Source: an optimization exercise on an open RTL-to-GDS flow (aim: small area, a short achievable clock period and few clock cycles). Production flows keep margins and buffers that such runs may drop. For this run, only the layout was checked, not whether the RTL still works.

===== flow/design.v =====
module CONVCOR(clk, rst_n, in_valid, in_a, in_b, in_mode, out_valid, out);
input clk, rst_n, in_valid, in_mode;
input [15:0] in_a, in_b;
output reg out_valid;
output reg signed [35:0] out;
reg m;
reg [3:0] cnt;
reg acc;
wire idle = (cnt == 4'd0);
wire mm = idle ? in_mode : m;
wire last = m ? (cnt == 4'd4) : (cnt == 4'd10);
wire [3:0] ncnt = idle ? {3'd0, in_valid} : (last ? 4'd0 : cnt + 4'd1);
reg [15:0] A1, A2, A3, B1, B2, B3;
wire shift = (cnt[3:2] == 2'b00) && (cnt[1:0] != 2'b11);
always @(posedge clk) begin
  A1 <= shift ? in_a : A3; A2 <= A1; A3 <= A2;
  B1 <= shift ? in_b : B3; B2 <= B1; B3 <= B2;
end
reg [2:0] nax, nay;
reg npx, npy, nacc, nvalid;
always @(*) begin
  nax = 3'b000; nay = 3'b000; npx = 1'b1; npy = 1'b1; nacc = 1'b0; nvalid = 1'b0;
  if (m) begin
    nacc = (cnt == 4'd1) || (cnt == 4'd2);
    nvalid = (cnt == 4'd3);
  end else begin
    case (cnt)
      4'd1: begin npx = 1'b0; npy = 1'b0; nax = 3'b001; nay = 3'b010; end
      4'd2: begin npx = 1'b0; npy = 1'b0; nax = 3'b100; nay = 3'b001; end
      4'd3: begin npx = 1'b0; npy = 1'b0; nax = 3'b100; nay = 3'b100; end
      4'd4: begin npx = 1'b0; npy = 1'b0; nax = 3'b100; nay = 3'b010; end
      4'd5: begin npx = 1'b0; npy = 1'b0; nax = 3'b010; nay = 3'b001; end
      4'd6: begin npx = 1'b0; npy = 1'b0; nax = 3'b010; nay = 3'b100; end
      4'd7: begin npx = 1'b0; npy = 1'b0; nax = 3'b100; nay = 3'b100; end
      default: ;
    endcase
    nacc = (cnt == 4'd2) || (cnt == 4'd4) || (cnt == 4'd5) || (cnt == 4'd7);
    nvalid = (cnt == 4'd1) || (cnt == 4'd3) || (cnt == 4'd6) || (cnt == 4'd8) || (cnt == 4'd9);
  end
  if (idle) begin
    nax = 3'b000; nay = 3'b000; npx = 1'b1; npy = 1'b1; nacc = 1'b0; nvalid = 1'b0;
  end
end
reg [2:0] ax, ay;
reg px, py;
always @(posedge clk) begin
  if (!rst_n) begin
    px <= 1'b1; py <= 1'b1; ax <= 3'b000; ay <= 3'b000;
  end else if (idle) begin
    px <= 1'b1; py <= 1'b1; ax <= 3'b000; ay <= 3'b000;
    if (in_valid && !in_mode) begin px <= 1'b0; ax <= 3'b001; end
  end else begin
    px <= npx; py <= npy; ax <= nax; ay <= nay;
  end
end
wire [15:0] sx = ({16{ax[0]}} & A1) | ({16{ax[1]}} & A2) | ({16{ax[2]}} & A3);
wire [15:0] sy = ({16{ay[0]}} & B1) | ({16{ay[1]}} & B2) | ({16{ay[2]}} & B3);
function [11:0] benc(input [7:0] y);    
  integer k;
  reg ym;
  begin
    for (k = 0; k < 4; k = k + 1) begin
      ym = (k == 0) ? 1'b0 : y[2*k-1];
      benc[k] = y[2*k] ^ ym;
      benc[4+k] = (y[2*k+1] & ~y[2*k] & ~ym) | (~y[2*k+1] & y[2*k] & ym);
      benc[8+k] = y[2*k+1];
    end
  end
endfunction
wire [11:0] er_pin = benc(in_b[15:8]), ei_pin = benc(in_b[7:0]);
wire [11:0] er_st = benc(sy[15:8]), ei_st = benc(sy[7:0]);
wire [11:0] ner = py ? er_pin : er_st;
wire [11:0] nei = py ? ei_pin : ei_st;
wire [15:0] nx = px ? in_a : sx;
reg [7:0] xr, xi;
reg [3:0] r_one, r_two, r_neg, i_one, i_two, i_nre, i_nim;
always @(posedge clk) begin
  xr <= nx[15:8]; xi <= nx[7:0];
  r_one <= ner[3:0]; r_two <= ner[7:4]; r_neg <= ner[11:8];
  i_one <= nei[3:0]; i_two <= nei[7:4];
  i_nre <= nei[11:8] ^ {4{~mm}};
  i_nim <= nei[11:8] ^ {4{mm}};
end
always @(posedge clk) begin
  if (!rst_n) begin
    cnt <= 4'd0;
    out_valid <= 1'b0;
    acc <= 1'b0;
  end else begin
    cnt <= ncnt;
    m <= mm;
    out_valid <= nvalid;
    acc <= nacc;
  end
end
wire [17:0] sre, sim;
wire prr_p0_0 = (r_one[0] & xr[0]) ^ r_neg[0];
wire prr_p0_1 = ((r_one[0] & xr[1]) | (r_two[0] & xr[0])) ^ r_neg[0];
wire prr_p0_2 = ((r_one[0] & xr[2]) | (r_two[0] & xr[1])) ^ r_neg[0];
wire prr_p0_3 = ((r_one[0] & xr[3]) | (r_two[0] & xr[2])) ^ r_neg[0];
wire prr_p0_4 = ((r_one[0] & xr[4]) | (r_two[0] & xr[3])) ^ r_neg[0];
wire prr_p0_5 = ((r_one[0] & xr[5]) | (r_two[0] & xr[4])) ^ r_neg[0];
wire prr_p0_6 = ((r_one[0] & xr[6]) | (r_two[0] & xr[5])) ^ r_neg[0];
wire prr_p0_7 = ((r_one[0] & xr[7]) | (r_two[0] & xr[6])) ^ r_neg[0];
wire prr_p0_8 = ((r_one[0] & xr[7]) | (r_two[0] & xr[7])) ^ r_neg[0];
wire prr_p1_0 = (r_one[1] & xr[0]) ^ r_neg[1];
wire prr_p1_1 = ((r_one[1] & xr[1]) | (r_two[1] & xr[0])) ^ r_neg[1];
wire prr_p1_2 = ((r_one[1] & xr[2]) | (r_two[1] & xr[1])) ^ r_neg[1];
wire prr_p1_3 = ((r_one[1] & xr[3]) | (r_two[1] & xr[2])) ^ r_neg[1];
wire prr_p1_4 = ((r_one[1] & xr[4]) | (r_two[1] & xr[3])) ^ r_neg[1];
wire prr_p1_5 = ((r_one[1] & xr[5]) | (r_two[1] & xr[4])) ^ r_neg[1];
wire prr_p1_6 = ((r_one[1] & xr[6]) | (r_two[1] & xr[5])) ^ r_neg[1];
wire prr_p1_7 = ((r_one[1] & xr[7]) | (r_two[1] & xr[6])) ^ r_neg[1];
wire prr_p1_8 = ((r_one[1] & xr[7]) | (r_two[1] & xr[7])) ^ r_neg[1];
wire prr_p2_0 = (r_one[2] & xr[0]) ^ r_neg[2];
wire prr_p2_1 = ((r_one[2] & xr[1]) | (r_two[2] & xr[0])) ^ r_neg[2];
wire prr_p2_2 = ((r_one[2] & xr[2]) | (r_two[2] & xr[1])) ^ r_neg[2];
wire prr_p2_3 = ((r_one[2] & xr[3]) | (r_two[2] & xr[2])) ^ r_neg[2];
wire prr_p2_4 = ((r_one[2] & xr[4]) | (r_two[2] & xr[3])) ^ r_neg[2];
wire prr_p2_5 = ((r_one[2] & xr[5]) | (r_two[2] & xr[4])) ^ r_neg[2];
wire prr_p2_6 = ((r_one[2] & xr[6]) | (r_two[2] & xr[5])) ^ r_neg[2];
wire prr_p2_7 = ((r_one[2] & xr[7]) | (r_two[2] & xr[6])) ^ r_neg[2];
wire prr_p2_8 = ((r_one[2] & xr[7]) | (r_two[2] & xr[7])) ^ r_neg[2];
wire prr_p3_0 = (r_one[3] & xr[0]) ^ r_neg[3];
wire prr_p3_1 = ((r_one[3] & xr[1]) | (r_two[3] & xr[0])) ^ r_neg[3];
wire prr_p3_2 = ((r_one[3] & xr[2]) | (r_two[3] & xr[1])) ^ r_neg[3];
wire prr_p3_3 = ((r_one[3] & xr[3]) | (r_two[3] & xr[2])) ^ r_neg[3];
wire prr_p3_4 = ((r_one[3] & xr[4]) | (r_two[3] & xr[3])) ^ r_neg[3];
wire prr_p3_5 = ((r_one[3] & xr[5]) | (r_two[3] & xr[4])) ^ r_neg[3];
wire prr_p3_6 = ((r_one[3] & xr[6]) | (r_two[3] & xr[5])) ^ r_neg[3];
wire prr_p3_7 = ((r_one[3] & xr[7]) | (r_two[3] & xr[6])) ^ r_neg[3];
wire prr_p3_8 = ((r_one[3] & xr[7]) | (r_two[3] & xr[7])) ^ r_neg[3];
wire pii_p0_0 = (i_one[0] & xi[0]) ^ i_nre[0];
wire pii_p0_1 = ((i_one[0] & xi[1]) | (i_two[0] & xi[0])) ^ i_nre[0];
wire pii_p0_2 = ((i_one[0] & xi[2]) | (i_two[0] & xi[1])) ^ i_nre[0];
wire pii_p0_3 = ((i_one[0] & xi[3]) | (i_two[0] & xi[2])) ^ i_nre[0];
wire pii_p0_4 = ((i_one[0] & xi[4]) | (i_two[0] & xi[3])) ^ i_nre[0];
wire pii_p0_5 = ((i_one[0] & xi[5]) | (i_two[0] & xi[4])) ^ i_nre[0];
wire pii_p0_6 = ((i_one[0] & xi[6]) | (i_two[0] & xi[5])) ^ i_nre[0];
wire pii_p0_7 = ((i_one[0] & xi[7]) | (i_two[0] & xi[6])) ^ i_nre[0];
wire pii_p0_8 = ((i_one[0] & xi[7]) | (i_two[0] & xi[7])) ^ i_nre[0];
wire pii_p1_0 = (i_one[1] & xi[0]) ^ i_nre[1];
wire pii_p1_1 = ((i_one[1] & xi[1]) | (i_two[1] & xi[0])) ^ i_nre[1];
wire pii_p1_2 = ((i_one[1] & xi[2]) | (i_two[1] & xi[1])) ^ i_nre[1];
wire pii_p1_3 = ((i_one[1] & xi[3]) | (i_two[1] & xi[2])) ^ i_nre[1];
wire pii_p1_4 = ((i_one[1] & xi[4]) | (i_two[1] & xi[3])) ^ i_nre[1];
wire pii_p1_5 = ((i_one[1] & xi[5]) | (i_two[1] & xi[4])) ^ i_nre[1];
wire pii_p1_6 = ((i_one[1] & xi[6]) | (i_two[1] & xi[5])) ^ i_nre[1];
wire pii_p1_7 = ((i_one[1] & xi[7]) | (i_two[1] & xi[6])) ^ i_nre[1];
wire pii_p1_8 = ((i_one[1] & xi[7]) | (i_two[1] & xi[7])) ^ i_nre[1];
wire pii_p2_0 = (i_one[2] & xi[0]) ^ i_nre[2];
wire pii_p2_1 = ((i_one[2] & xi[1]) | (i_two[2] & xi[0])) ^ i_nre[2];
wire pii_p2_2 = ((i_one[2] & xi[2]) | (i_two[2] & xi[1])) ^ i_nre[2];
wire pii_p2_3 = ((i_one[2] & xi[3]) | (i_two[2] & xi[2])) ^ i_nre[2];
wire pii_p2_4 = ((i_one[2] & xi[4]) | (i_two[2] & xi[3])) ^ i_nre[2];
wire pii_p2_5 = ((i_one[2] & xi[5]) | (i_two[2] & xi[4])) ^ i_nre[2];
wire pii_p2_6 = ((i_one[2] & xi[6]) | (i_two[2] & xi[5])) ^ i_nre[2];
wire pii_p2_7 = ((i_one[2] & xi[7]) | (i_two[2] & xi[6])) ^ i_nre[2];
wire pii_p2_8 = ((i_one[2] & xi[7]) | (i_two[2] & xi[7])) ^ i_nre[2];
wire pii_p3_0 = (i_one[3] & xi[0]) ^ i_nre[3];
wire pii_p3_1 = ((i_one[3] & xi[1]) | (i_two[3] & xi[0])) ^ i_nre[3];
wire pii_p3_2 = ((i_one[3] & xi[2]) | (i_two[3] & xi[1])) ^ i_nre[3];
wire pii_p3_3 = ((i_one[3] & xi[3]) | (i_two[3] & xi[2])) ^ i_nre[3];
wire pii_p3_4 = ((i_one[3] & xi[4]) | (i_two[3] & xi[3])) ^ i_nre[3];
wire pii_p3_5 = ((i_one[3] & xi[5]) | (i_two[3] & xi[4])) ^ i_nre[3];
wire pii_p3_6 = ((i_one[3] & xi[6]) | (i_two[3] & xi[5])) ^ i_nre[3];
wire pii_p3_7 = ((i_one[3] & xi[7]) | (i_two[3] & xi[6])) ^ i_nre[3];
wire pii_p3_8 = ((i_one[3] & xi[7]) | (i_two[3] & xi[7])) ^ i_nre[3];
wire pri_p0_0 = (i_one[0] & xr[0]) ^ i_nim[0];
wire pri_p0_1 = ((i_one[0] & xr[1]) | (i_two[0] & xr[0])) ^ i_nim[0];
wire pri_p0_2 = ((i_one[0] & xr[2]) | (i_two[0] & xr[1])) ^ i_nim[0];
wire pri_p0_3 = ((i_one[0] & xr[3]) | (i_two[0] & xr[2])) ^ i_nim[0];
wire pri_p0_4 = ((i_one[0] & xr[4]) | (i_two[0] & xr[3])) ^ i_nim[0];
wire pri_p0_5 = ((i_one[0] & xr[5]) | (i_two[0] & xr[4])) ^ i_nim[0];
wire pri_p0_6 = ((i_one[0] & xr[6]) | (i_two[0] & xr[5])) ^ i_nim[0];
wire pri_p0_7 = ((i_one[0] & xr[7]) | (i_two[0] & xr[6])) ^ i_nim[0];
wire pri_p0_8 = ((i_one[0] & xr[7]) | (i_two[0] & xr[7])) ^ i_nim[0];
wire pri_p1_0 = (i_one[1] & xr[0]) ^ i_nim[1];
wire pri_p1_1 = ((i_one[1] & xr[1]) | (i_two[1] & xr[0])) ^ i_nim[1];
wire pri_p1_2 = ((i_one[1] & xr[2]) | (i_two[1] & xr[1])) ^ i_nim[1];
wire pri_p1_3 = ((i_one[1] & xr[3]) | (i_two[1] & xr[2])) ^ i_nim[1];
wire pri_p1_4 = ((i_one[1] & xr[4]) | (i_two[1] & xr[3])) ^ i_nim[1];
wire pri_p1_5 = ((i_one[1] & xr[5]) | (i_two[1] & xr[4])) ^ i_nim[1];
wire pri_p1_6 = ((i_one[1] & xr[6]) | (i_two[1] & xr[5])) ^ i_nim[1];
wire pri_p1_7 = ((i_one[1] & xr[7]) | (i_two[1] & xr[6])) ^ i_nim[1];
wire pri_p1_8 = ((i_one[1] & xr[7]) | (i_two[1] & xr[7])) ^ i_nim[1];
wire pri_p2_0 = (i_one[2] & xr[0]) ^ i_nim[2];
wire pri_p2_1 = ((i_one[2] & xr[1]) | (i_two[2] & xr[0])) ^ i_nim[2];
wire pri_p2_2 = ((i_one[2] & xr[2]) | (i_two[2] & xr[1])) ^ i_nim[2];
wire pri_p2_3 = ((i_one[2] & xr[3]) | (i_two[2] & xr[2])) ^ i_nim[2];
wire pri_p2_4 = ((i_one[2] & xr[4]) | (i_two[2] & xr[3])) ^ i_nim[2];
wire pri_p2_5 = ((i_one[2] & xr[5]) | (i_two[2] & xr[4])) ^ i_nim[2];
wire pri_p2_6 = ((i_one[2] & xr[6]) | (i_two[2] & xr[5])) ^ i_nim[2];
wire pri_p2_7 = ((i_one[2] & xr[7]) | (i_two[2] & xr[6])) ^ i_nim[2];
wire pri_p2_8 = ((i_one[2] & xr[7]) | (i_two[2] & xr[7])) ^ i_nim[2];
wire pri_p3_0 = (i_one[3] & xr[0]) ^ i_nim[3];
wire pri_p3_1 = ((i_one[3] & xr[1]) | (i_two[3] & xr[0])) ^ i_nim[3];
wire pri_p3_2 = ((i_one[3] & xr[2]) | (i_two[3] & xr[1])) ^ i_nim[3];
wire pri_p3_3 = ((i_one[3] & xr[3]) | (i_two[3] & xr[2])) ^ i_nim[3];
wire pri_p3_4 = ((i_one[3] & xr[4]) | (i_two[3] & xr[3])) ^ i_nim[3];
wire pri_p3_5 = ((i_one[3] & xr[5]) | (i_two[3] & xr[4])) ^ i_nim[3];
wire pri_p3_6 = ((i_one[3] & xr[6]) | (i_two[3] & xr[5])) ^ i_nim[3];
wire pri_p3_7 = ((i_one[3] & xr[7]) | (i_two[3] & xr[6])) ^ i_nim[3];
wire pri_p3_8 = ((i_one[3] & xr[7]) | (i_two[3] & xr[7])) ^ i_nim[3];
wire pir_p0_0 = (r_one[0] & xi[0]) ^ r_neg[0];
wire pir_p0_1 = ((r_one[0] & xi[1]) | (r_two[0] & xi[0])) ^ r_neg[0];
wire pir_p0_2 = ((r_one[0] & xi[2]) | (r_two[0] & xi[1])) ^ r_neg[0];
wire pir_p0_3 = ((r_one[0] & xi[3]) | (r_two[0] & xi[2])) ^ r_neg[0];
wire pir_p0_4 = ((r_one[0] & xi[4]) | (r_two[0] & xi[3])) ^ r_neg[0];
wire pir_p0_5 = ((r_one[0] & xi[5]) | (r_two[0] & xi[4])) ^ r_neg[0];
wire pir_p0_6 = ((r_one[0] & xi[6]) | (r_two[0] & xi[5])) ^ r_neg[0];
wire pir_p0_7 = ((r_one[0] & xi[7]) | (r_two[0] & xi[6])) ^ r_neg[0];
wire pir_p0_8 = ((r_one[0] & xi[7]) | (r_two[0] & xi[7])) ^ r_neg[0];
wire pir_p1_0 = (r_one[1] & xi[0]) ^ r_neg[1];
wire pir_p1_1 = ((r_one[1] & xi[1]) | (r_two[1] & xi[0])) ^ r_neg[1];
wire pir_p1_2 = ((r_one[1] & xi[2]) | (r_two[1] & xi[1])) ^ r_neg[1];
wire pir_p1_3 = ((r_one[1] & xi[3]) | (r_two[1] & xi[2])) ^ r_neg[1];
wire pir_p1_4 = ((r_one[1] & xi[4]) | (r_two[1] & xi[3])) ^ r_neg[1];
wire pir_p1_5 = ((r_one[1] & xi[5]) | (r_two[1] & xi[4])) ^ r_neg[1];
wire pir_p1_6 = ((r_one[1] & xi[6]) | (r_two[1] & xi[5])) ^ r_neg[1];
wire pir_p1_7 = ((r_one[1] & xi[7]) | (r_two[1] & xi[6])) ^ r_neg[1];
wire pir_p1_8 = ((r_one[1] & xi[7]) | (r_two[1] & xi[7])) ^ r_neg[1];
wire pir_p2_0 = (r_one[2] & xi[0]) ^ r_neg[2];
wire pir_p2_1 = ((r_one[2] & xi[1]) | (r_two[2] & xi[0])) ^ r_neg[2];
wire pir_p2_2 = ((r_one[2] & xi[2]) | (r_two[2] & xi[1])) ^ r_neg[2];
wire pir_p2_3 = ((r_one[2] & xi[3]) | (r_two[2] & xi[2])) ^ r_neg[2];
wire pir_p2_4 = ((r_one[2] & xi[4]) | (r_two[2] & xi[3])) ^ r_neg[2];
wire pir_p2_5 = ((r_one[2] & xi[5]) | (r_two[2] & xi[4])) ^ r_neg[2];
wire pir_p2_6 = ((r_one[2] & xi[6]) | (r_two[2] & xi[5])) ^ r_neg[2];
wire pir_p2_7 = ((r_one[2] & xi[7]) | (r_two[2] & xi[6])) ^ r_neg[2];
wire pir_p2_8 = ((r_one[2] & xi[7]) | (r_two[2] & xi[7])) ^ r_neg[2];
wire pir_p3_0 = (r_one[3] & xi[0]) ^ r_neg[3];
wire pir_p3_1 = ((r_one[3] & xi[1]) | (r_two[3] & xi[0])) ^ r_neg[3];
wire pir_p3_2 = ((r_one[3] & xi[2]) | (r_two[3] & xi[1])) ^ r_neg[3];
wire pir_p3_3 = ((r_one[3] & xi[3]) | (r_two[3] & xi[2])) ^ r_neg[3];
wire pir_p3_4 = ((r_one[3] & xi[4]) | (r_two[3] & xi[3])) ^ r_neg[3];
wire pir_p3_5 = ((r_one[3] & xi[5]) | (r_two[3] & xi[4])) ^ r_neg[3];
wire pir_p3_6 = ((r_one[3] & xi[6]) | (r_two[3] & xi[5])) ^ r_neg[3];
wire pir_p3_7 = ((r_one[3] & xi[7]) | (r_two[3] & xi[6])) ^ r_neg[3];
wire pir_p3_8 = ((r_one[3] & xi[7]) | (r_two[3] & xi[7])) ^ r_neg[3];
wire tre_w1 = prr_p0_6 ^ prr_p1_4 ^ prr_p2_2;
wire tre_w2 = (prr_p0_6 & prr_p1_4) | (prr_p0_6 & prr_p2_2) | (prr_p1_4 & prr_p2_2);
wire tre_w3 = prr_p0_7 ^ prr_p1_5;
wire tre_w4 = prr_p0_7 & prr_p1_5;
wire tre_w5 = ~(prr_p0_8) ^ prr_p1_6;
wire tre_w6 = ~(prr_p0_8) & prr_p1_6;
wire tre_w7 = prr_p0_2 ^ prr_p1_0;
wire tre_w8 = prr_p0_2 & prr_p1_0;
wire tre_w9 = prr_p0_4 ^ prr_p1_2 ^ prr_p2_0;
wire tre_w10 = (prr_p0_4 & prr_p1_2) | (prr_p0_4 & prr_p2_0) | (prr_p1_2 & prr_p2_0);
wire tre_w11 = r_neg[2] ^ pii_p0_4;
wire tre_w12 = r_neg[2] & pii_p0_4;
wire tre_w13 = prr_p0_5 ^ prr_p1_3 ^ prr_p2_1;
wire tre_w14 = (prr_p0_5 & prr_p1_3) | (prr_p0_5 & prr_p2_1) | (prr_p1_3 & prr_p2_1);
wire tre_w15 = pii_p0_5 ^ pii_p1_3;
wire tre_w16 = pii_p0_5 & pii_p1_3;
wire tre_w17 = tre_w1 ^ prr_p3_0 ^ r_neg[3];
wire tre_w18 = (tre_w1 & prr_p3_0) | (tre_w1 & r_neg[3]) | (prr_p3_0 & r_neg[3]);
wire tre_w19 = pii_p0_6 ^ pii_p1_4 ^ pii_p2_2;
wire tre_w20 = (pii_p0_6 & pii_p1_4) | (pii_p0_6 & pii_p2_2) | (pii_p1_4 & pii_p2_2);
wire tre_w21 = pii_p3_0 ^ i_nre[3];
wire tre_w22 = pii_p3_0 & i_nre[3];
wire tre_w23 = tre_w2 ^ tre_w3 ^ prr_p2_3;
wire tre_w24 = (tre_w2 & tre_w3) | (tre_w2 & prr_p2_3) | (tre_w3 & prr_p2_3);
wire tre_w25 = prr_p3_1 ^ pii_p0_7 ^ pii_p1_5;
wire tre_w26 = (prr_p3_1 & pii_p0_7) | (prr_p3_1 & pii_p1_5) | (pii_p0_7 & pii_p1_5);
wire tre_w27 = pii_p2_3 ^ pii_p3_1 ^ out[25] & acc;
wire tre_w28 = (pii_p2_3 & pii_p3_1) | (pii_p2_3 & out[25] & acc) | (pii_p3_1 & out[25] & acc);
wire tre_w29 = tre_w4 ^ tre_w5 ^ prr_p2_4;
wire tre_w30 = (tre_w4 & tre_w5) | (tre_w4 & prr_p2_4) | (tre_w5 & prr_p2_4);
wire tre_w31 = prr_p3_2 ^ ~(pii_p0_8) ^ pii_p1_6;
wire tre_w32 = (prr_p3_2 & ~(pii_p0_8)) | (prr_p3_2 & pii_p1_6) | (~(pii_p0_8) & pii_p1_6);
wire tre_w33 = pii_p2_4 ^ pii_p3_2 ^ out[26] & acc;
wire tre_w34 = (pii_p2_4 & pii_p3_2) | (pii_p2_4 & out[26] & acc) | (pii_p3_2 & out[26] & acc);
wire tre_w35 = tre_w6 ^ prr_p1_7 ^ prr_p2_5;
wire tre_w36 = (tre_w6 & prr_p1_7) | (tre_w6 & prr_p2_5) | (prr_p1_7 & prr_p2_5);
wire tre_w37 = prr_p3_3 ^ pii_p1_7 ^ pii_p2_5;
wire tre_w38 = (prr_p3_3 & pii_p1_7) | (prr_p3_3 & pii_p2_5) | (pii_p1_7 & pii_p2_5);
wire tre_w39 = pii_p3_3 ^ out[27] & acc ^ 1'b1;
wire tre_w40 = (pii_p3_3 & out[27] & acc) | (pii_p3_3 & 1'b1) | (out[27] & acc & 1'b1);
wire tre_w41 = ~(prr_p1_8) ^ prr_p2_6 ^ prr_p3_4;
wire tre_w42 = (~(prr_p1_8) & prr_p2_6) | (~(prr_p1_8) & prr_p3_4) | (prr_p2_6 & prr_p3_4);
wire tre_w43 = ~(pii_p1_8) ^ pii_p2_6 ^ pii_p3_4;
wire tre_w44 = (~(pii_p1_8) & pii_p2_6) | (~(pii_p1_8) & pii_p3_4) | (pii_p2_6 & pii_p3_4);
wire tre_w45 = out[28] & acc ^ 1'b1;
wire tre_w46 = out[28] & acc & 1'b1;
wire tre_w47 = prr_p2_7 ^ prr_p3_5 ^ pii_p2_7;
wire tre_w48 = (prr_p2_7 & prr_p3_5) | (prr_p2_7 & pii_p2_7) | (prr_p3_5 & pii_p2_7);
wire tre_w49 = ~(prr_p2_8) ^ prr_p3_6;
wire tre_w50 = ~(prr_p2_8) & prr_p3_6;
wire tre_w51 = prr_p0_0 ^ r_neg[0];
wire tre_w52 = prr_p0_0 & r_neg[0];
wire tre_w53 = tre_w7 ^ r_neg[1] ^ pii_p0_2;
wire tre_w54 = (tre_w7 & r_neg[1]) | (tre_w7 & pii_p0_2) | (r_neg[1] & pii_p0_2);
wire tre_w55 = tre_w8 ^ prr_p0_3 ^ prr_p1_1;
wire tre_w56 = (tre_w8 & prr_p0_3) | (tre_w8 & prr_p1_1) | (prr_p0_3 & prr_p1_1);
wire tre_w57 = pii_p0_3 ^ pii_p1_1;
wire tre_w58 = pii_p0_3 & pii_p1_1;
wire tre_w59 = tre_w9 ^ tre_w11 ^ pii_p1_2;
wire tre_w60 = (tre_w9 & tre_w11) | (tre_w9 & pii_p1_2) | (tre_w11 & pii_p1_2);
wire tre_w61 = pii_p2_0 ^ i_nre[2] ^ out[22] & acc;
wire tre_w62 = (pii_p2_0 & i_nre[2]) | (pii_p2_0 & out[22] & acc) | (i_nre[2] & out[22] & acc);
wire tre_w63 = tre_w10 ^ tre_w12 ^ tre_w13;
wire tre_w64 = (tre_w10 & tre_w12) | (tre_w10 & tre_w13) | (tre_w12 & tre_w13);
wire tre_w65 = tre_w15 ^ pii_p2_1 ^ out[23] & acc;
wire tre_w66 = (tre_w15 & pii_p2_1) | (tre_w15 & out[23] & acc) | (pii_p2_1 & out[23] & acc);
wire tre_w67 = tre_w14 ^ tre_w16 ^ tre_w17;
wire tre_w68 = (tre_w14 & tre_w16) | (tre_w14 & tre_w17) | (tre_w16 & tre_w17);
wire tre_w69 = tre_w19 ^ tre_w21 ^ out[24] & acc;
wire tre_w70 = (tre_w19 & tre_w21) | (tre_w19 & out[24] & acc) | (tre_w21 & out[24] & acc);
wire tre_w71 = tre_w18 ^ tre_w20 ^ tre_w22;
wire tre_w72 = (tre_w18 & tre_w20) | (tre_w18 & tre_w22) | (tre_w20 & tre_w22);
wire tre_w73 = tre_w23 ^ tre_w25 ^ tre_w27;
wire tre_w74 = (tre_w23 & tre_w25) | (tre_w23 & tre_w27) | (tre_w25 & tre_w27);
wire tre_w75 = tre_w24 ^ tre_w26 ^ tre_w28;
wire tre_w76 = (tre_w24 & tre_w26) | (tre_w24 & tre_w28) | (tre_w26 & tre_w28);
wire tre_w77 = tre_w29 ^ tre_w31 ^ tre_w33;
wire tre_w78 = (tre_w29 & tre_w31) | (tre_w29 & tre_w33) | (tre_w31 & tre_w33);
wire tre_w79 = tre_w30 ^ tre_w32 ^ tre_w34;
wire tre_w80 = (tre_w30 & tre_w32) | (tre_w30 & tre_w34) | (tre_w32 & tre_w34);
wire tre_w81 = tre_w35 ^ tre_w37 ^ tre_w39;
wire tre_w82 = (tre_w35 & tre_w37) | (tre_w35 & tre_w39) | (tre_w37 & tre_w39);
wire tre_w83 = tre_w36 ^ tre_w38 ^ tre_w40;
wire tre_w84 = (tre_w36 & tre_w38) | (tre_w36 & tre_w40) | (tre_w38 & tre_w40);
wire tre_w85 = tre_w41 ^ tre_w43 ^ tre_w45;
wire tre_w86 = (tre_w41 & tre_w43) | (tre_w41 & tre_w45) | (tre_w43 & tre_w45);
wire tre_w87 = tre_w42 ^ tre_w44 ^ tre_w46;
wire tre_w88 = (tre_w42 & tre_w44) | (tre_w42 & tre_w46) | (tre_w44 & tre_w46);
wire tre_w89 = tre_w47 ^ pii_p3_5 ^ out[29] & acc;
wire tre_w90 = (tre_w47 & pii_p3_5) | (tre_w47 & out[29] & acc) | (pii_p3_5 & out[29] & acc);
wire tre_w91 = tre_w48 ^ tre_w49 ^ ~(pii_p2_8);
wire tre_w92 = (tre_w48 & tre_w49) | (tre_w48 & ~(pii_p2_8)) | (tre_w49 & ~(pii_p2_8));
wire tre_w93 = pii_p3_6 ^ out[30] & acc ^ 1'b1;
wire tre_w94 = (pii_p3_6 & out[30] & acc) | (pii_p3_6 & 1'b1) | (out[30] & acc & 1'b1);
wire tre_w95 = tre_w50 ^ prr_p3_7 ^ pii_p3_7;
wire tre_w96 = (tre_w50 & prr_p3_7) | (tre_w50 & pii_p3_7) | (prr_p3_7 & pii_p3_7);
wire tre_w97 = ~(prr_p3_8) ^ ~(pii_p3_8);
wire tre_w98 = ~(prr_p3_8) & ~(pii_p3_8);
wire tre_w99 = tre_w51 ^ pii_p0_0;
wire tre_w100 = tre_w51 & pii_p0_0;
wire tre_w101 = tre_w52 ^ prr_p0_1 ^ pii_p0_1;
wire tre_w102 = (tre_w52 & prr_p0_1) | (tre_w52 & pii_p0_1) | (prr_p0_1 & pii_p0_1);
wire tre_w103 = tre_w53 ^ pii_p1_0 ^ i_nre[1];
wire tre_w104 = (tre_w53 & pii_p1_0) | (tre_w53 & i_nre[1]) | (pii_p1_0 & i_nre[1]);
wire tre_w105 = tre_w54 ^ tre_w55 ^ tre_w57;
wire tre_w106 = (tre_w54 & tre_w55) | (tre_w54 & tre_w57) | (tre_w55 & tre_w57);
wire tre_w107 = tre_w56 ^ tre_w58 ^ tre_w59;
wire tre_w108 = (tre_w56 & tre_w58) | (tre_w56 & tre_w59) | (tre_w58 & tre_w59);
wire tre_w109 = tre_w60 ^ tre_w62 ^ tre_w63;
wire tre_w110 = (tre_w60 & tre_w62) | (tre_w60 & tre_w63) | (tre_w62 & tre_w63);
wire tre_w111 = tre_w64 ^ tre_w66 ^ tre_w67;
wire tre_w112 = (tre_w64 & tre_w66) | (tre_w64 & tre_w67) | (tre_w66 & tre_w67);
wire tre_w113 = tre_w68 ^ tre_w70 ^ tre_w71;
wire tre_w114 = (tre_w68 & tre_w70) | (tre_w68 & tre_w71) | (tre_w70 & tre_w71);
wire tre_w115 = tre_w72 ^ tre_w74 ^ tre_w75;
wire tre_w116 = (tre_w72 & tre_w74) | (tre_w72 & tre_w75) | (tre_w74 & tre_w75);
wire tre_w117 = tre_w76 ^ tre_w78 ^ tre_w79;
wire tre_w118 = (tre_w76 & tre_w78) | (tre_w76 & tre_w79) | (tre_w78 & tre_w79);
wire tre_w119 = tre_w80 ^ tre_w82 ^ tre_w83;
wire tre_w120 = (tre_w80 & tre_w82) | (tre_w80 & tre_w83) | (tre_w82 & tre_w83);
wire tre_w121 = tre_w84 ^ tre_w86 ^ tre_w87;
wire tre_w122 = (tre_w84 & tre_w86) | (tre_w84 & tre_w87) | (tre_w86 & tre_w87);
wire tre_w123 = tre_w88 ^ tre_w90 ^ tre_w91;
wire tre_w124 = (tre_w88 & tre_w90) | (tre_w88 & tre_w91) | (tre_w90 & tre_w91);
wire tre_w125 = tre_w92 ^ tre_w94 ^ tre_w95;
wire tre_w126 = (tre_w92 & tre_w94) | (tre_w92 & tre_w95) | (tre_w94 & tre_w95);
wire tre_w127 = tre_w96 ^ tre_w97 ^ out[32] & acc;
wire tre_w128 = (tre_w96 & tre_w97) | (tre_w96 & out[32] & acc) | (tre_w97 & out[32] & acc);
wire tre_w129 = tre_w99 ^ i_nre[0];
wire tre_w130 = tre_w99 & i_nre[0];
wire tre_w131 = tre_w100 ^ tre_w101 ^ out[19] & acc;
wire tre_w132 = (tre_w100 & tre_w101) | (tre_w100 & out[19] & acc) | (tre_w101 & out[19] & acc);
wire tre_w133 = tre_w102 ^ tre_w103 ^ out[20] & acc;
wire tre_w134 = (tre_w102 & tre_w103) | (tre_w102 & out[20] & acc) | (tre_w103 & out[20] & acc);
wire tre_w135 = tre_w104 ^ tre_w105 ^ out[21] & acc;
wire tre_w136 = (tre_w104 & tre_w105) | (tre_w104 & out[21] & acc) | (tre_w105 & out[21] & acc);
wire tre_w137 = tre_w106 ^ tre_w107 ^ tre_w61;
wire tre_w138 = (tre_w106 & tre_w107) | (tre_w106 & tre_w61) | (tre_w107 & tre_w61);
wire tre_w139 = tre_w108 ^ tre_w109 ^ tre_w65;
wire tre_w140 = (tre_w108 & tre_w109) | (tre_w108 & tre_w65) | (tre_w109 & tre_w65);
wire tre_w141 = tre_w110 ^ tre_w111 ^ tre_w69;
wire tre_w142 = (tre_w110 & tre_w111) | (tre_w110 & tre_w69) | (tre_w111 & tre_w69);
wire tre_w143 = tre_w112 ^ tre_w113 ^ tre_w73;
wire tre_w144 = (tre_w112 & tre_w113) | (tre_w112 & tre_w73) | (tre_w113 & tre_w73);
wire tre_w145 = tre_w114 ^ tre_w115 ^ tre_w77;
wire tre_w146 = (tre_w114 & tre_w115) | (tre_w114 & tre_w77) | (tre_w115 & tre_w77);
wire tre_w147 = tre_w116 ^ tre_w117 ^ tre_w81;
wire tre_w148 = (tre_w116 & tre_w117) | (tre_w116 & tre_w81) | (tre_w117 & tre_w81);
wire tre_w149 = tre_w118 ^ tre_w119 ^ tre_w85;
wire tre_w150 = (tre_w118 & tre_w119) | (tre_w118 & tre_w85) | (tre_w119 & tre_w85);
wire tre_w151 = tre_w120 ^ tre_w121 ^ tre_w89;
wire tre_w152 = (tre_w120 & tre_w121) | (tre_w120 & tre_w89) | (tre_w121 & tre_w89);
wire tre_w153 = tre_w122 ^ tre_w123 ^ tre_w93;
wire tre_w154 = (tre_w122 & tre_w123) | (tre_w122 & tre_w93) | (tre_w123 & tre_w93);
wire tre_w155 = tre_w124 ^ tre_w125 ^ out[31] & acc;
wire tre_w156 = (tre_w124 & tre_w125) | (tre_w124 & out[31] & acc) | (tre_w125 & out[31] & acc);
wire tre_w157 = tre_w126 ^ tre_w127 ^ 1'b1;
wire tre_w158 = (tre_w126 & tre_w127) | (tre_w126 & 1'b1) | (tre_w127 & 1'b1);
wire tre_w159 = tre_w128 ^ tre_w98 ^ out[33] & acc;
wire tre_w160 = (tre_w128 & tre_w98) | (tre_w128 & out[33] & acc) | (tre_w98 & out[33] & acc);
wire tre_w161 = out[34] & acc ^ 1'b1;
wire tre_w162 = out[34] & acc & 1'b1;
wire tre_w163 = out[35] & acc ^ 1'b1;
wire tre_w164 = out[35] & acc & 1'b1;
wire [17:0] tre_r0 = {tre_w162, tre_w160, tre_w158, tre_w156, tre_w154, tre_w152, tre_w150, tre_w148, tre_w146, tre_w144, tre_w142, tre_w140, tre_w138, tre_w136, tre_w134, tre_w132, tre_w130, tre_w129};
wire [17:0] tre_r1 = {tre_w163, tre_w161, tre_w159, tre_w157, tre_w155, tre_w153, tre_w151, tre_w149, tre_w147, tre_w145, tre_w143, tre_w141, tre_w139, tre_w137, tre_w135, tre_w133, tre_w131, out[18] & acc};
assign sre = tre_r0 + tre_r1;
wire tim_w1 = pri_p0_6 ^ pri_p1_4 ^ pri_p2_2;
wire tim_w2 = (pri_p0_6 & pri_p1_4) | (pri_p0_6 & pri_p2_2) | (pri_p1_4 & pri_p2_2);
wire tim_w3 = pri_p0_7 ^ pri_p1_5;
wire tim_w4 = pri_p0_7 & pri_p1_5;
wire tim_w5 = ~(pri_p0_8) ^ pri_p1_6;
wire tim_w6 = ~(pri_p0_8) & pri_p1_6;
wire tim_w7 = pri_p0_2 ^ pri_p1_0;
wire tim_w8 = pri_p0_2 & pri_p1_0;
wire tim_w9 = pri_p0_4 ^ pri_p1_2 ^ pri_p2_0;
wire tim_w10 = (pri_p0_4 & pri_p1_2) | (pri_p0_4 & pri_p2_0) | (pri_p1_2 & pri_p2_0);
wire tim_w11 = i_nim[2] ^ pir_p0_4;
wire tim_w12 = i_nim[2] & pir_p0_4;
wire tim_w13 = pri_p0_5 ^ pri_p1_3 ^ pri_p2_1;
wire tim_w14 = (pri_p0_5 & pri_p1_3) | (pri_p0_5 & pri_p2_1) | (pri_p1_3 & pri_p2_1);
wire tim_w15 = pir_p0_5 ^ pir_p1_3;
wire tim_w16 = pir_p0_5 & pir_p1_3;
wire tim_w17 = tim_w1 ^ pri_p3_0 ^ i_nim[3];
wire tim_w18 = (tim_w1 & pri_p3_0) | (tim_w1 & i_nim[3]) | (pri_p3_0 & i_nim[3]);
wire tim_w19 = pir_p0_6 ^ pir_p1_4 ^ pir_p2_2;
wire tim_w20 = (pir_p0_6 & pir_p1_4) | (pir_p0_6 & pir_p2_2) | (pir_p1_4 & pir_p2_2);
wire tim_w21 = pir_p3_0 ^ r_neg[3];
wire tim_w22 = pir_p3_0 & r_neg[3];
wire tim_w23 = tim_w2 ^ tim_w3 ^ pri_p2_3;
wire tim_w24 = (tim_w2 & tim_w3) | (tim_w2 & pri_p2_3) | (tim_w3 & pri_p2_3);
wire tim_w25 = pri_p3_1 ^ pir_p0_7 ^ pir_p1_5;
wire tim_w26 = (pri_p3_1 & pir_p0_7) | (pri_p3_1 & pir_p1_5) | (pir_p0_7 & pir_p1_5);
wire tim_w27 = pir_p2_3 ^ pir_p3_1 ^ out[7] & acc;
wire tim_w28 = (pir_p2_3 & pir_p3_1) | (pir_p2_3 & out[7] & acc) | (pir_p3_1 & out[7] & acc);
wire tim_w29 = tim_w4 ^ tim_w5 ^ pri_p2_4;
wire tim_w30 = (tim_w4 & tim_w5) | (tim_w4 & pri_p2_4) | (tim_w5 & pri_p2_4);
wire tim_w31 = pri_p3_2 ^ ~(pir_p0_8) ^ pir_p1_6;
wire tim_w32 = (pri_p3_2 & ~(pir_p0_8)) | (pri_p3_2 & pir_p1_6) | (~(pir_p0_8) & pir_p1_6);
wire tim_w33 = pir_p2_4 ^ pir_p3_2 ^ out[8] & acc;
wire tim_w34 = (pir_p2_4 & pir_p3_2) | (pir_p2_4 & out[8] & acc) | (pir_p3_2 & out[8] & acc);
wire tim_w35 = tim_w6 ^ pri_p1_7 ^ pri_p2_5;
wire tim_w36 = (tim_w6 & pri_p1_7) | (tim_w6 & pri_p2_5) | (pri_p1_7 & pri_p2_5);
wire tim_w37 = pri_p3_3 ^ pir_p1_7 ^ pir_p2_5;
wire tim_w38 = (pri_p3_3 & pir_p1_7) | (pri_p3_3 & pir_p2_5) | (pir_p1_7 & pir_p2_5);
wire tim_w39 = pir_p3_3 ^ out[9] & acc ^ 1'b1;
wire tim_w40 = (pir_p3_3 & out[9] & acc) | (pir_p3_3 & 1'b1) | (out[9] & acc & 1'b1);
wire tim_w41 = ~(pri_p1_8) ^ pri_p2_6 ^ pri_p3_4;
wire tim_w42 = (~(pri_p1_8) & pri_p2_6) | (~(pri_p1_8) & pri_p3_4) | (pri_p2_6 & pri_p3_4);
wire tim_w43 = ~(pir_p1_8) ^ pir_p2_6 ^ pir_p3_4;
wire tim_w44 = (~(pir_p1_8) & pir_p2_6) | (~(pir_p1_8) & pir_p3_4) | (pir_p2_6 & pir_p3_4);
wire tim_w45 = out[10] & acc ^ 1'b1;
wire tim_w46 = out[10] & acc & 1'b1;
wire tim_w47 = pri_p2_7 ^ pri_p3_5 ^ pir_p2_7;
wire tim_w48 = (pri_p2_7 & pri_p3_5) | (pri_p2_7 & pir_p2_7) | (pri_p3_5 & pir_p2_7);
wire tim_w49 = ~(pri_p2_8) ^ pri_p3_6;
wire tim_w50 = ~(pri_p2_8) & pri_p3_6;
wire tim_w51 = pri_p0_0 ^ i_nim[0];
wire tim_w52 = pri_p0_0 & i_nim[0];
wire tim_w53 = tim_w7 ^ i_nim[1] ^ pir_p0_2;
wire tim_w54 = (tim_w7 & i_nim[1]) | (tim_w7 & pir_p0_2) | (i_nim[1] & pir_p0_2);
wire tim_w55 = tim_w8 ^ pri_p0_3 ^ pri_p1_1;
wire tim_w56 = (tim_w8 & pri_p0_3) | (tim_w8 & pri_p1_1) | (pri_p0_3 & pri_p1_1);
wire tim_w57 = pir_p0_3 ^ pir_p1_1;
wire tim_w58 = pir_p0_3 & pir_p1_1;
wire tim_w59 = tim_w9 ^ tim_w11 ^ pir_p1_2;
wire tim_w60 = (tim_w9 & tim_w11) | (tim_w9 & pir_p1_2) | (tim_w11 & pir_p1_2);
wire tim_w61 = pir_p2_0 ^ r_neg[2] ^ out[4] & acc;
wire tim_w62 = (pir_p2_0 & r_neg[2]) | (pir_p2_0 & out[4] & acc) | (r_neg[2] & out[4] & acc);
wire tim_w63 = tim_w10 ^ tim_w12 ^ tim_w13;
wire tim_w64 = (tim_w10 & tim_w12) | (tim_w10 & tim_w13) | (tim_w12 & tim_w13);
wire tim_w65 = tim_w15 ^ pir_p2_1 ^ out[5] & acc;
wire tim_w66 = (tim_w15 & pir_p2_1) | (tim_w15 & out[5] & acc) | (pir_p2_1 & out[5] & acc);
wire tim_w67 = tim_w14 ^ tim_w16 ^ tim_w17;
wire tim_w68 = (tim_w14 & tim_w16) | (tim_w14 & tim_w17) | (tim_w16 & tim_w17);
wire tim_w69 = tim_w19 ^ tim_w21 ^ out[6] & acc;
wire tim_w70 = (tim_w19 & tim_w21) | (tim_w19 & out[6] & acc) | (tim_w21 & out[6] & acc);
wire tim_w71 = tim_w18 ^ tim_w20 ^ tim_w22;
wire tim_w72 = (tim_w18 & tim_w20) | (tim_w18 & tim_w22) | (tim_w20 & tim_w22);
wire tim_w73 = tim_w23 ^ tim_w25 ^ tim_w27;
wire tim_w74 = (tim_w23 & tim_w25) | (tim_w23 & tim_w27) | (tim_w25 & tim_w27);
wire tim_w75 = tim_w24 ^ tim_w26 ^ tim_w28;
wire tim_w76 = (tim_w24 & tim_w26) | (tim_w24 & tim_w28) | (tim_w26 & tim_w28);
wire tim_w77 = tim_w29 ^ tim_w31 ^ tim_w33;
wire tim_w78 = (tim_w29 & tim_w31) | (tim_w29 & tim_w33) | (tim_w31 & tim_w33);
wire tim_w79 = tim_w30 ^ tim_w32 ^ tim_w34;
wire tim_w80 = (tim_w30 & tim_w32) | (tim_w30 & tim_w34) | (tim_w32 & tim_w34);
wire tim_w81 = tim_w35 ^ tim_w37 ^ tim_w39;
wire tim_w82 = (tim_w35 & tim_w37) | (tim_w35 & tim_w39) | (tim_w37 & tim_w39);
wire tim_w83 = tim_w36 ^ tim_w38 ^ tim_w40;
wire tim_w84 = (tim_w36 & tim_w38) | (tim_w36 & tim_w40) | (tim_w38 & tim_w40);
wire tim_w85 = tim_w41 ^ tim_w43 ^ tim_w45;
wire tim_w86 = (tim_w41 & tim_w43) | (tim_w41 & tim_w45) | (tim_w43 & tim_w45);
wire tim_w87 = tim_w42 ^ tim_w44 ^ tim_w46;
wire tim_w88 = (tim_w42 & tim_w44) | (tim_w42 & tim_w46) | (tim_w44 & tim_w46);
wire tim_w89 = tim_w47 ^ pir_p3_5 ^ out[11] & acc;
wire tim_w90 = (tim_w47 & pir_p3_5) | (tim_w47 & out[11] & acc) | (pir_p3_5 & out[11] & acc);
wire tim_w91 = tim_w48 ^ tim_w49 ^ ~(pir_p2_8);
wire tim_w92 = (tim_w48 & tim_w49) | (tim_w48 & ~(pir_p2_8)) | (tim_w49 & ~(pir_p2_8));
wire tim_w93 = pir_p3_6 ^ out[12] & acc ^ 1'b1;
wire tim_w94 = (pir_p3_6 & out[12] & acc) | (pir_p3_6 & 1'b1) | (out[12] & acc & 1'b1);
wire tim_w95 = tim_w50 ^ pri_p3_7 ^ pir_p3_7;
wire tim_w96 = (tim_w50 & pri_p3_7) | (tim_w50 & pir_p3_7) | (pri_p3_7 & pir_p3_7);
wire tim_w97 = ~(pri_p3_8) ^ ~(pir_p3_8);
wire tim_w98 = ~(pri_p3_8) & ~(pir_p3_8);
wire tim_w99 = tim_w51 ^ pir_p0_0;
wire tim_w100 = tim_w51 & pir_p0_0;
wire tim_w101 = tim_w52 ^ pri_p0_1 ^ pir_p0_1;
wire tim_w102 = (tim_w52 & pri_p0_1) | (tim_w52 & pir_p0_1) | (pri_p0_1 & pir_p0_1);
wire tim_w103 = tim_w53 ^ pir_p1_0 ^ r_neg[1];
wire tim_w104 = (tim_w53 & pir_p1_0) | (tim_w53 & r_neg[1]) | (pir_p1_0 & r_neg[1]);
wire tim_w105 = tim_w54 ^ tim_w55 ^ tim_w57;
wire tim_w106 = (tim_w54 & tim_w55) | (tim_w54 & tim_w57) | (tim_w55 & tim_w57);
wire tim_w107 = tim_w56 ^ tim_w58 ^ tim_w59;
wire tim_w108 = (tim_w56 & tim_w58) | (tim_w56 & tim_w59) | (tim_w58 & tim_w59);
wire tim_w109 = tim_w60 ^ tim_w62 ^ tim_w63;
wire tim_w110 = (tim_w60 & tim_w62) | (tim_w60 & tim_w63) | (tim_w62 & tim_w63);
wire tim_w111 = tim_w64 ^ tim_w66 ^ tim_w67;
wire tim_w112 = (tim_w64 & tim_w66) | (tim_w64 & tim_w67) | (tim_w66 & tim_w67);
wire tim_w113 = tim_w68 ^ tim_w70 ^ tim_w71;
wire tim_w114 = (tim_w68 & tim_w70) | (tim_w68 & tim_w71) | (tim_w70 & tim_w71);
wire tim_w115 = tim_w72 ^ tim_w74 ^ tim_w75;
wire tim_w116 = (tim_w72 & tim_w74) | (tim_w72 & tim_w75) | (tim_w74 & tim_w75);
wire tim_w117 = tim_w76 ^ tim_w78 ^ tim_w79;
wire tim_w118 = (tim_w76 & tim_w78) | (tim_w76 & tim_w79) | (tim_w78 & tim_w79);
wire tim_w119 = tim_w80 ^ tim_w82 ^ tim_w83;
wire tim_w120 = (tim_w80 & tim_w82) | (tim_w80 & tim_w83) | (tim_w82 & tim_w83);
wire tim_w121 = tim_w84 ^ tim_w86 ^ tim_w87;
wire tim_w122 = (tim_w84 & tim_w86) | (tim_w84 & tim_w87) | (tim_w86 & tim_w87);
wire tim_w123 = tim_w88 ^ tim_w90 ^ tim_w91;
wire tim_w124 = (tim_w88 & tim_w90) | (tim_w88 & tim_w91) | (tim_w90 & tim_w91);
wire tim_w125 = tim_w92 ^ tim_w94 ^ tim_w95;
wire tim_w126 = (tim_w92 & tim_w94) | (tim_w92 & tim_w95) | (tim_w94 & tim_w95);
wire tim_w127 = tim_w96 ^ tim_w97 ^ out[14] & acc;
wire tim_w128 = (tim_w96 & tim_w97) | (tim_w96 & out[14] & acc) | (tim_w97 & out[14] & acc);
wire tim_w129 = tim_w99 ^ r_neg[0];
wire tim_w130 = tim_w99 & r_neg[0];
wire tim_w131 = tim_w100 ^ tim_w101 ^ out[1] & acc;
wire tim_w132 = (tim_w100 & tim_w101) | (tim_w100 & out[1] & acc) | (tim_w101 & out[1] & acc);
wire tim_w133 = tim_w102 ^ tim_w103 ^ out[2] & acc;
wire tim_w134 = (tim_w102 & tim_w103) | (tim_w102 & out[2] & acc) | (tim_w103 & out[2] & acc);
wire tim_w135 = tim_w104 ^ tim_w105 ^ out[3] & acc;
wire tim_w136 = (tim_w104 & tim_w105) | (tim_w104 & out[3] & acc) | (tim_w105 & out[3] & acc);
wire tim_w137 = tim_w106 ^ tim_w107 ^ tim_w61;
wire tim_w138 = (tim_w106 & tim_w107) | (tim_w106 & tim_w61) | (tim_w107 & tim_w61);
wire tim_w139 = tim_w108 ^ tim_w109 ^ tim_w65;
wire tim_w140 = (tim_w108 & tim_w109) | (tim_w108 & tim_w65) | (tim_w109 & tim_w65);
wire tim_w141 = tim_w110 ^ tim_w111 ^ tim_w69;
wire tim_w142 = (tim_w110 & tim_w111) | (tim_w110 & tim_w69) | (tim_w111 & tim_w69);
wire tim_w143 = tim_w112 ^ tim_w113 ^ tim_w73;
wire tim_w144 = (tim_w112 & tim_w113) | (tim_w112 & tim_w73) | (tim_w113 & tim_w73);
wire tim_w145 = tim_w114 ^ tim_w115 ^ tim_w77;
wire tim_w146 = (tim_w114 & tim_w115) | (tim_w114 & tim_w77) | (tim_w115 & tim_w77);
wire tim_w147 = tim_w116 ^ tim_w117 ^ tim_w81;
wire tim_w148 = (tim_w116 & tim_w117) | (tim_w116 & tim_w81) | (tim_w117 & tim_w81);
wire tim_w149 = tim_w118 ^ tim_w119 ^ tim_w85;
wire tim_w150 = (tim_w118 & tim_w119) | (tim_w118 & tim_w85) | (tim_w119 & tim_w85);
wire tim_w151 = tim_w120 ^ tim_w121 ^ tim_w89;
wire tim_w152 = (tim_w120 & tim_w121) | (tim_w120 & tim_w89) | (tim_w121 & tim_w89);
wire tim_w153 = tim_w122 ^ tim_w123 ^ tim_w93;
wire tim_w154 = (tim_w122 & tim_w123) | (tim_w122 & tim_w93) | (tim_w123 & tim_w93);
wire tim_w155 = tim_w124 ^ tim_w125 ^ out[13] & acc;
wire tim_w156 = (tim_w124 & tim_w125) | (tim_w124 & out[13] & acc) | (tim_w125 & out[13] & acc);
wire tim_w157 = tim_w126 ^ tim_w127 ^ 1'b1;
wire tim_w158 = (tim_w126 & tim_w127) | (tim_w126 & 1'b1) | (tim_w127 & 1'b1);
wire tim_w159 = tim_w128 ^ tim_w98 ^ out[15] & acc;
wire tim_w160 = (tim_w128 & tim_w98) | (tim_w128 & out[15] & acc) | (tim_w98 & out[15] & acc);
wire tim_w161 = out[16] & acc ^ 1'b1;
wire tim_w162 = out[16] & acc & 1'b1;
wire tim_w163 = out[17] & acc ^ 1'b1;
wire tim_w164 = out[17] & acc & 1'b1;
wire [17:0] tim_r0 = {tim_w162, tim_w160, tim_w158, tim_w156, tim_w154, tim_w152, tim_w150, tim_w148, tim_w146, tim_w144, tim_w142, tim_w140, tim_w138, tim_w136, tim_w134, tim_w132, tim_w130, tim_w129};
wire [17:0] tim_r1 = {tim_w163, tim_w161, tim_w159, tim_w157, tim_w155, tim_w153, tim_w151, tim_w149, tim_w147, tim_w145, tim_w143, tim_w141, tim_w139, tim_w137, tim_w135, tim_w133, tim_w131, out[0] & acc};
assign sim = tim_r0 + tim_r1;
always @(posedge clk) out <= {sre, sim};
endmodule

===== flow/standard.sh =====
#!/bin/bash
# synth_recipe.tcl (not shown) runs the flow's synth.tcl, then flattens the netlist and writes it again
# the make line also repeats each setting of config.mk as NAME=value (left out here)
make -C /OpenROAD-flow-scripts/flow DESIGN_CONFIG=/design/flow/config.mk WORK_HOME=/design/flow/orfs CLKGATE_MAP_FILE= SYNTH_SCRIPT=/design/flow/synth_recipe.tcl "${@:-finish}"

===== flow/constraint.sdc =====
create_clock -name core_clock -period 12.5 [get_ports {clk}]
set_input_delay 2.5000 -clock core_clock [delete_from_list [all_inputs] [get_ports {clk}]]
set_output_delay 2.5000 -clock core_clock [all_outputs]
set_load 0.01 [all_outputs]

===== flow/flow/run.sh =====
#!/bin/bash
set -euo pipefail
bash standard.sh SETUP_SLACK_MARGIN=8 finish > standard_flow.log 2>&1

===== flow/config.mk =====
export PLATFORM = sky130hd
export DESIGN_NAME = CONVCOR
export DESIGN_NICKNAME = CONVCOR
export VERILOG_FILES = /design/flow/design.v
export SDC_FILE = /design/flow/constraint.sdc
export NUM_CORES = 4
export LEC_CHECK = 0
export CAP_MARGIN = 20
export CORE_MARGIN = 2
export CORE_UTILIZATION = 40
export SLEW_MARGIN = 20

==> impl_metrics.ini <==
[outcome]
status = timing/DRC/antenna clean

[setup_path]
crit_path_top_delay_cell = fa_1
crit_arrival_ns = 4.86
crit_required_ns = 12.83
end_kind = flop
startpoint = i_two[0]
worst-setup-path-type = reg2reg
worst-path-max-fanout = 8
r2r_cells = 16
critPathMaxStageDelay_ns = 0.55
rrSetupSlack_ns = 7.97
path_delay_family = adder cells
cpMostUsedCell = fa_1
worstReg2RegEnd = out[16]
rr_startpoint = i_two[0]
crit_buf_inv = 2
cp.depth = 16
critPathLaunchType = flop
critPathCapture = out[16]
path_cells = o21ai_1 > xor2_1 > ha_1 > fa_1 > inv_1 > fa_1 > fa_1 > inv_1 > fa_1 > ha_4 > a21o_1 > a21o_1 > a21oi_2 > o31ai_4 > nor3b_2 > a2111oi_2

[clock_network]
clkTransAtPathRegs_ns = 0.09
cts_tree = yes
cts_hold_buf = 0
worstSkewPairLatency_ns = 0.46
ctsRootBufferMaster = clkbuf_16
clock-sinks = 191
htreeDepth = 4
clockBufferDepth = 2
cts_made_buffers = 17

[drt]
drt_pass1_iterations = 8
finalWirelength_microns = 35290
antenna_left = 0
wl_per_cell_microns = 18.08
drt_iter0_markers = 995
drc = 0
routed_via_density = 5.419
via_count = 10577

[timing]
period_needed_ns = 4.534
holdWs_ns = 0.3451
hold_violations = 0
worst_pin_slew_ns = 0.9834
finClkSkew_ns = 0.01389
setup_viol = 0
max_freq_mhz = 220.5
drv_slew = 0
fin_ws_ns = 7.966
rsz0062_at_grt = yes
tns_ns = 0
post-route-period-util_pct = 36.27
slew_headroom_pct = 34.35

[yosys]
synth_nets = 1641
ys_ff_latch = 191
ys_async_sr_fraction_pct = 0
yosysWarnings = 1
synth_cells = 1419
synth_area_sq_mm = 0.01357
postSynthAreaPerCell_sq_um = 9.560
synth_edf_count = 1
synthFlopType = dfxtp_1
ys_seq_area_share_pct = 28.26
yosysUniqueCellTypes = 58

[placed_design]
dpl.hpwl_microns = 23510
placed_cell_area_sq_mm = 0.01465
io_buffer_count = 72
pre_cts_slack_ns = 7.173
dp.cells = 1845
place.gp.congestion = 0.8125

[global_routing]
grt_pass1_vias = 10770
grt_overflow_total = 0
grt_usage_pct = 20.02
grt_max_degree = 48
grt_pass1_wl_microns = 56510
grt_antenna_before_repair = 1

[layout]
fin_cells = 1952
design_area_sq_mm = 0.01650
fin_util_pct = 49.32
antenna_cells = 0
finalNetCount = 1713
layout_common_cells = 151 x dfxtp_1, 138 x inv_1, 135 x xnor2_1
drive_above_1_share_pct = 20.28
final_common_cell = dfxtp_1
syn_to_final_growth_pct = 21.60
fillers = 3106

[worst_hold_path]
hold_path.class = reg2reg

[floorplan]
start_util_pct = 40.56
ios = 73
row_count = 67
fp.dieW_microns = 188.2
chipHeight_microns = 188.2
fp.coreArea_sq_mm = 0.03345
dieArea_sq_mm = 0.03540

[job]
drv_cap = 0
## registers in the layout, indices dropped and copies added, names as in the netlist, 3 cells and up
name	cells
r_one	4
A3	16
i_two	4
r_two	4
ay	3
out	36
A2	16
cnt	4
xr	8
xi	8
B1	16
A1	16
ax	3
B2	16
i_nre	4
i_one	4
r_neg	4
B3	16
i_nim	4
## repair_timing
action | 4_1_cts | 5_1_grt
setup buffers | 53 | 22
endpoints found under the setup margin | 24 | 15
pin swaps | 25 | 58
gates resized for setup | 102 | 81
## worst reg2reg max path, stage by stage (launching register included)
cell and delay [ns]:
dfxtp_4 0.39, o21ai_1 0.17, xor2_1 0.23, ha_1 0.30, fa_1 0.41, inv_1 0.08
fa_1 0.43, fa_1 0.55, inv_1 0.05, fa_1 0.48, ha_4 0.30, a21o_1 0.21
a21o_1 0.20, a21oi_2 0.19, o31ai_4 0.13, nor3b_2 0.24, a2111oi_2 0.05
## worst min-delay path by stage
stage | startpoint | to | slack (ns) | cells past startpoint
after floorplan | A1[14] | A2[14] | 0.33 | 0
after global placement | B2[11] | B3[11] | 0.33 | 0
after detailed placement | A1[2] | A2[2] | 0.34 | 0
after CTS | B2[15] | B3[15] | 0.35 | 0
after global routing | B1[4] | B2[4] | 0.36 | 0
final | B1[4] | B2[4] | 0.35 | 0
## routing by layer
metal  vias up  part of all wire [%]  track usage (%)
li1       4963                     -                -
met1      5220                    43            26.76
met2       322                    48            32.76
met3        70                   6.0            3.313
met4         2                   2.6            6.996
met5         -                 0.031                0
## cells by family (layout without fill, tap and decap cells)
| family | count (synthesis) | count (layout) | synth area share (%) |
|---|---|---|---|
| simple gates | 208 | 208 | 6.779 |
| compound gates | 309 | 309 | 16.44 |
| fa+ha+maj | 186 | 186 | 22.80 |
| mux | 62 | 62 | 4.907 |
| flops | 191 | 191 | 28.26 |
| xor+xnor | 216 | 216 | 13.95 |
| buf+inv | 247 | 332 | 6.871 |
## final cells by class
class                      instances  area (sq um)  share of cell area, %
tap                              448         560.5                  3.398
inverter                         147         553.0                  3.353
multi-input combinational        981          9465                  57.38
clock buffer                      17         425.4                  2.579
sequential                       191          3955                  23.98
clock inverter                    15         181.4                  1.100
timing repair buffer             153          1355                  8.215
## cell usage after synthesis, types with 2 or more instances
| master | number | share of area [%] |
|---|---|---|
| dfxtp_1 | 190 | 28 |
| inv_1 | 145 | 4.0 |
| xnor2_1 | 144 | 9.3 |
| a22oi_1 | 116 | 6.4 |
| fa_1 | 102 | 15 |
| clkbuf_1 | 89 | 2.5 |
| nand2_1 | 89 | 2.5 |
| ha_1 | 84 | 7.7 |
| xor2_1 | 72 | 4.6 |
| nor2_1 | 58 | 1.6 |
| a21oi_1 | 48 | 1.8 |
| mux2_2 | 36 | 3.0 |
| o21ai_0 | 33 | 1.2 |
| a222oi_1 | 28 | 2.1 |
| mux2i_1 | 26 | 1.9 |
| o21bai_1 | 15 | 0.83 |
| nor3_1 | 14 | 0.52 |
| a211oi_1 | 13 | 0.72 |
| a21o_1 | 13 | 0.72 |
| a31oi_1 | 11 | 0.51 |
| and3_1 | 11 | 0.51 |
| buf_1 | 7 | 0.19 |
| or2_1 | 7 | 0.32 |
| and2_1 | 6 | 0.28 |
| nor2b_1 | 5 | 0.23 |
| or2_2 | 5 | 0.23 |
| buf_2 | 4 | 0.15 |
| nand3_1 | 4 | 0.15 |
| o211ai_1 | 4 | 0.22 |
| o21ai_1 | 3 | 0.11 |
| o22ai_1 | 3 | 0.14 |
| a2111oi_2 | 2 | 0.22 |
| a31o_2 | 2 | 0.13 |
| nand2b_1 | 2 | 0.092 |
| nand4_1 | 2 | 0.092 |
| nor3b_1 | 2 | 0.11 |
| o21a_1 | 2 | 0.11 |
| o32ai_1 | 2 | 0.13 |

-- port drivers added, routing unchanged --
How much do the figures lean on ideal ports? The routed layout below was timed once more, with nothing changed but the port constraints.
Step 1 assumes that a clkbuf_16 drives the clock port and a buf_2 every other input.
Step 2 also shifts input and output timing later by t, the mid clock arrival at the registers, as if the neighbouring blocks saw the same clock.
a / b / c = ideal ports / drivers / drivers and shift; a / b = the first two.
t, ns: 0.500
setup WS [ns]: 7.966 / 7.966 / 7.966
worst data-port slew with drivers (ns): 0.03
cell pins on the clock port's net: 1
After both steps setup and hold are still met in this run. For this run, drivers alone change the setup slack by 0.000 ns; drivers and shift together by 0.000 ns.
